Background: an optimization exercise with open tools, aiming at small area. Do not read the settings as production practice. RTL that was checked went through simulation tests only; none was proved equivalent to the original.

== the reference run ==
==> module mdu_array, before the edit <==
module mdu_array (
    input  logic [31:0] b,       
    input  logic [31:0] a,       
    input  logic [31:0] inj,     
    input  logic        divm,
    input  logic [31:0] z,       
    output logic [31:0] lo,      
    output logic [31:0] hi,      
    output logic [31:0] q        
);
    logic [31:0] xn [0:32];
    logic [31:0] h1, h2;
    assign xn[32] = '0;
    genvar i, k;
    generate
        for (i = 31; i >= 0; i = i - 1) begin : row
            localparam int L = 32 - i;
            logic [31:0] x, y, s;
            logic [32:0] c;
            logic keep, cm;
            assign x = {xn[i+1][30:0], inj[i]};
            assign c[0] = divm;
            for (k = 0; k < L; k = k + 1) begin : dbit
                assign s[k] = x[k] ^ b[k] ^ c[k];
                assign c[k+1] = (x[k] & b[k]) | (c[k] & (x[k] ^ b[k]));
            end
            assign q[i] = divm & z[i] & c[L];
            assign keep = divm ? ~(z[i] & c[L]) : ~a[i];
            if (L < 32) begin : mreg
                assign cm = c[L] & a[i];
                for (k = L; k < 32; k = k + 1) begin : mbit
                    logic ck;
                    assign ck = (k == L) ? cm : c[k];
                    assign y[k] = b[k] & a[i];
                    assign s[k] = x[k] ^ y[k] ^ ck;
                    assign c[k+1] = (x[k] & y[k]) | (ck & (x[k] ^ y[k]));
                end
                assign h1[i] = c[32];
            end else begin : nomreg
                assign h1[i] = c[32] & a[i] & ~divm;
            end
            for (k = 0; k < 32; k = k + 1) begin : nxt
                if (k < L) begin : d
                    assign xn[i][k] = keep ? x[k] : s[k];
                end else begin : m
                    assign xn[i][k] = s[k];
                end
            end
            if (i >= 1) begin : hh
                assign h2[i-1] = xn[i][31];
            end
        end
    endgenerate
    assign h2[31] = 1'b0;
    assign lo = xn[0];
    assign hi = h1 + h2;
endmodule
==> module multiplier_unit, before the edit <==
module multiplier_unit (
    input  logic [31:0] i_a,         
    input  logic [31:0] i_b,         
    input  logic [2:0]  i_funct3,
    input  logic        i_shift,     
    input  logic        i_sra,
    input  logic [4:0]  i_shamt,
    output logic [31:0] o_result
);
    logic        divm, sa, sb, sra_s, inva, right;
    logic [31:0] am, bm, onehot, barr, lo, hi, q, z, sel;
    logic [4:0]  sh;
    logic        neg, cin;
    assign divm  = ~i_shift & i_funct3[2];
    assign sa    = ~i_shift & i_a[31] & (i_funct3[2] ? ~i_funct3[0] : (i_funct3[1] ^ i_funct3[0]));
    assign sb    = ~i_shift & i_b[31] & (i_funct3[2] ? ~i_funct3[0] : (~i_funct3[1] & i_funct3[0]));
    assign sra_s = i_shift & i_sra & i_a[31];
    assign right = i_shift & i_funct3[2];
    assign inva  = sa | sra_s;
    logic [31:0] poa, pob, pos;
    prefix_or u_poa (.x(i_a), .po(poa));
    prefix_or u_pob (.x(i_b), .po(pob));
    assign am = i_a ^ ({32{inva}} & (poa | {32{~sa}}));
    assign bm = i_b ^ ({32{sb}} & pob);
    assign sh = right ? (~i_shamt + 5'd1) : i_shamt;
    assign onehot = 32'b1 << sh;
    assign barr = i_shift ? onehot : (bm ^ {32{divm}});
    assign z[0] = 1'b1;
    genvar i;
    generate
        for (i = 1; i < 32; i = i + 1) begin : zz
            assign z[i] = ~|bm[31:32-i];
        end
    endgenerate
    mdu_array u_arr (
        .b    (barr),
        .a    (am),
        .inj  (am & {32{divm}}),
        .divm (divm),
        .z    (z),
        .lo   (lo),
        .hi   (hi),
        .q    (q)
    );
    always_comb begin
        if (i_shift) begin
            sel = (right & |i_shamt) ? hi : lo;
            neg = sra_s;
            cin = 1'b0;
        end else begin
            case (i_funct3)
                3'b000:                 begin sel = lo; neg = 1'b0;            cin = 1'b0; end
                3'b001, 3'b010, 3'b011: begin sel = hi; neg = sa ^ sb;         cin = (sa ^ sb) & ~|lo; end
                3'b100, 3'b101:         begin sel = q;  neg = (sa ^ sb) & |i_b; cin = (sa ^ sb) & |i_b; end
                default:                begin sel = lo; neg = sa;              cin = sa; end
            endcase
        end
    end
    prefix_or u_pos (.x(sel), .po(pos));
    assign o_result = sel ^ ({32{neg}} & (pos | {32{~cin}}));
endmodule
export LEC_CHECK = 0
export CAP_MARGIN = 20
export CORE_MARGIN = 2
export CORE_UTILIZATION = 50
export CTS_BUF_LIST = sky130_fd_sc_hd__clkbuf_4
export PLACE_DENSITY = 0.6
export SLEW_MARGIN = 20
create_clock -name core_clock -period 300.0 [get_ports {i_clk}]
standard.sh (not shown) runs the stock make flow with config.mk's settings and CLKGATE_MAP_FILE= SYNTH_SCRIPT=/design/flow/synth_recipe.tcl, a recipe that flattens the netlist after the stock synthesis.
==> flow/flow/run.sh <==
#!/bin/bash
export BUFFER_PORTS_ARGS="-buffer_cell sky130_fd_sc_hd__buf_1"
export CTS_ARGS="-sink_clustering_enable -repair_clock_nets -buf_list sky130_fd_sc_hd__clkbuf_4 -sink_clustering_size 8 -sink_clustering_max_diameter 40 -dont_use_dummy_load"
bash standard.sh > standard_flow.log 2>&1
diff inputs: the reference run => the trial run
-- flow/design.v --
<<< the reference run, line 1
module mdu_array (
    input  logic [31:0] b,       
    input  logic [31:0] a,       
    input  logic [31:0] inj,     
    input  logic        divm,
    input  logic [31:0] z,       
    output logic [31:0] lo,      
    output logic [31:0] hi,      
>>> the trial run, line 1
module mdu_array (
    input  logic [31:0] b,       
    input  logic [31:0] en,      
    input  logic [31:0] inj,     
    input  logic        divm,
    input  logic [31:0] cin,     
    output logic [31:0] lo,      
    output logic [31:0] hi,      
<<< the reference run, line 15
    generate
        for (i = 31; i >= 0; i = i - 1) begin : row
            localparam int L = 32 - i;
            logic [31:0] x, y, s;
            logic [32:0] c;
            logic keep, cm;
            assign x = {xn[i+1][30:0], inj[i]};
            assign c[0] = divm;
            for (k = 0; k < L; k = k + 1) begin : dbit
                assign s[k] = x[k] ^ b[k] ^ c[k];
                assign c[k+1] = (x[k] & b[k]) | (c[k] & (x[k] ^ b[k]));
            end
            assign q[i] = divm & z[i] & c[L];
            assign keep = divm ? ~(z[i] & c[L]) : ~a[i];
            if (L < 32) begin : mreg
                assign cm = c[L] & a[i];
                for (k = L; k < 32; k = k + 1) begin : mbit
                    logic ck;
                    assign ck = (k == L) ? cm : c[k];
                    assign y[k] = b[k] & a[i];
                    assign s[k] = x[k] ^ y[k] ^ ck;
                    assign c[k+1] = (x[k] & y[k]) | (ck & (x[k] ^ y[k]));
                end
                assign h1[i] = c[32];
            end else begin : nomreg
                assign h1[i] = c[32] & a[i] & ~divm;
            end
            for (k = 0; k < 32; k = k + 1) begin : nxt
                if (k < L) begin : d
                    assign xn[i][k] = keep ? x[k] : s[k];
                end else begin : m
                    assign xn[i][k] = s[k];
                end
            end
            if (i >= 1) begin : hh
                assign h2[i-1] = xn[i][31];
>>> the trial run, line 15
    generate
        for (i = 31; i >= 0; i = i - 1) begin : row
            logic [31:0] x, y, s;
            logic [32:0] c;
            assign x = {xn[i+1][30:0], inj[i]};
            assign y = b & {32{en[i]}};
            assign c[0] = cin[i];
            for (k = 0; k < 32; k = k + 1) begin : bitk
                assign s[k] = x[k] ^ y[k] ^ c[k];
                assign c[k+1] = (x[k] & y[k]) | (c[k] & (x[k] ^ y[k]));
            end
            assign q[i] = divm & c[32-i];
            for (k = 0; k < 32; k = k + 1) begin : nxt
                if (k <= 31 - i) begin : d
                    assign xn[i][k] = (divm & ~q[i]) ? x[k] : s[k];
                end else begin : m
                    assign xn[i][k] = s[k];
                end
            end
            assign h1[i] = c[32];
            if (i >= 1) begin : hh
                assign h2[i-1] = xn[i][31];
<<< the reference run, line 104
    mdu_array u_arr (
        .b    (barr),
        .a    (am),
        .inj  (am & {32{divm}}),
        .divm (divm),
        .z    (z),
        .lo   (lo),
        .hi   (hi),
>>> the trial run, line 90
    mdu_array u_arr (
        .b    (barr),
        .en   (divm ? z : am),
        .inj  (am & {32{divm}}),
        .divm (divm),
        .cin  (z & {32{divm}}),
        .lo   (lo),
        .hi   (hi),
## What came out
Status | the reference run and the trial run | clean
The trial run vs the reference run — post-detailed-placement cell area climbed by a few percent
The trial run has clock skew above what the reference run had.
The trial run against the reference run: fraction of the mapped netlist area in simple logic gates rose 1.3 points; fmax fell 0.000013 GHz; global-route wire length before repair rose about 8%.
As of the trial run, synthesized instance count had risen by a little under 10% compared to the reference run.
No functional check of the RTL was part of the reference run.

## afterwards: timing with drivers on the ports
Ports are ideal in the flow. The routed layouts listed here were re-timed in OpenROAD.
Step 1: set_driving_cell puts a clkbuf_16 on i_clk and a buf_2 on each other input, an assumption about the parent block.
Step 2 adds t to the input delays and takes it off the output delays; t is the mean of the earliest and latest rising clock arrival at the registers after step 1. Input paths then give back, and output paths get back, about the clock's delay inside the block.
a / b / c = ideal ports / drivers / drivers and shift; a / b = the first two.
| run | t, ns | setup WS [ns] | hold WS [ns] | slew at the worst register clock pin (ns) | worst slew at a driven data input, ns |
|---|---|---|---|---|---|
| the reference run | 1.383 | 5.887 / 5.942 / 4.559 | 0.298 / 0.298 / 0.298 | 0.11 / 0.11 | 0.07 |
| the trial run | 1.239 | 4.738 / 4.788 / 3.549 | 0.269 / 0.269 / 0.269 | 0.11 / 0.11 | 0.10 |
After both steps setup and hold are still met in every run listed. The setup slack of the reference run, which loses most, moves by +0.055 ns with the drivers and by -1.328 ns with both steps.
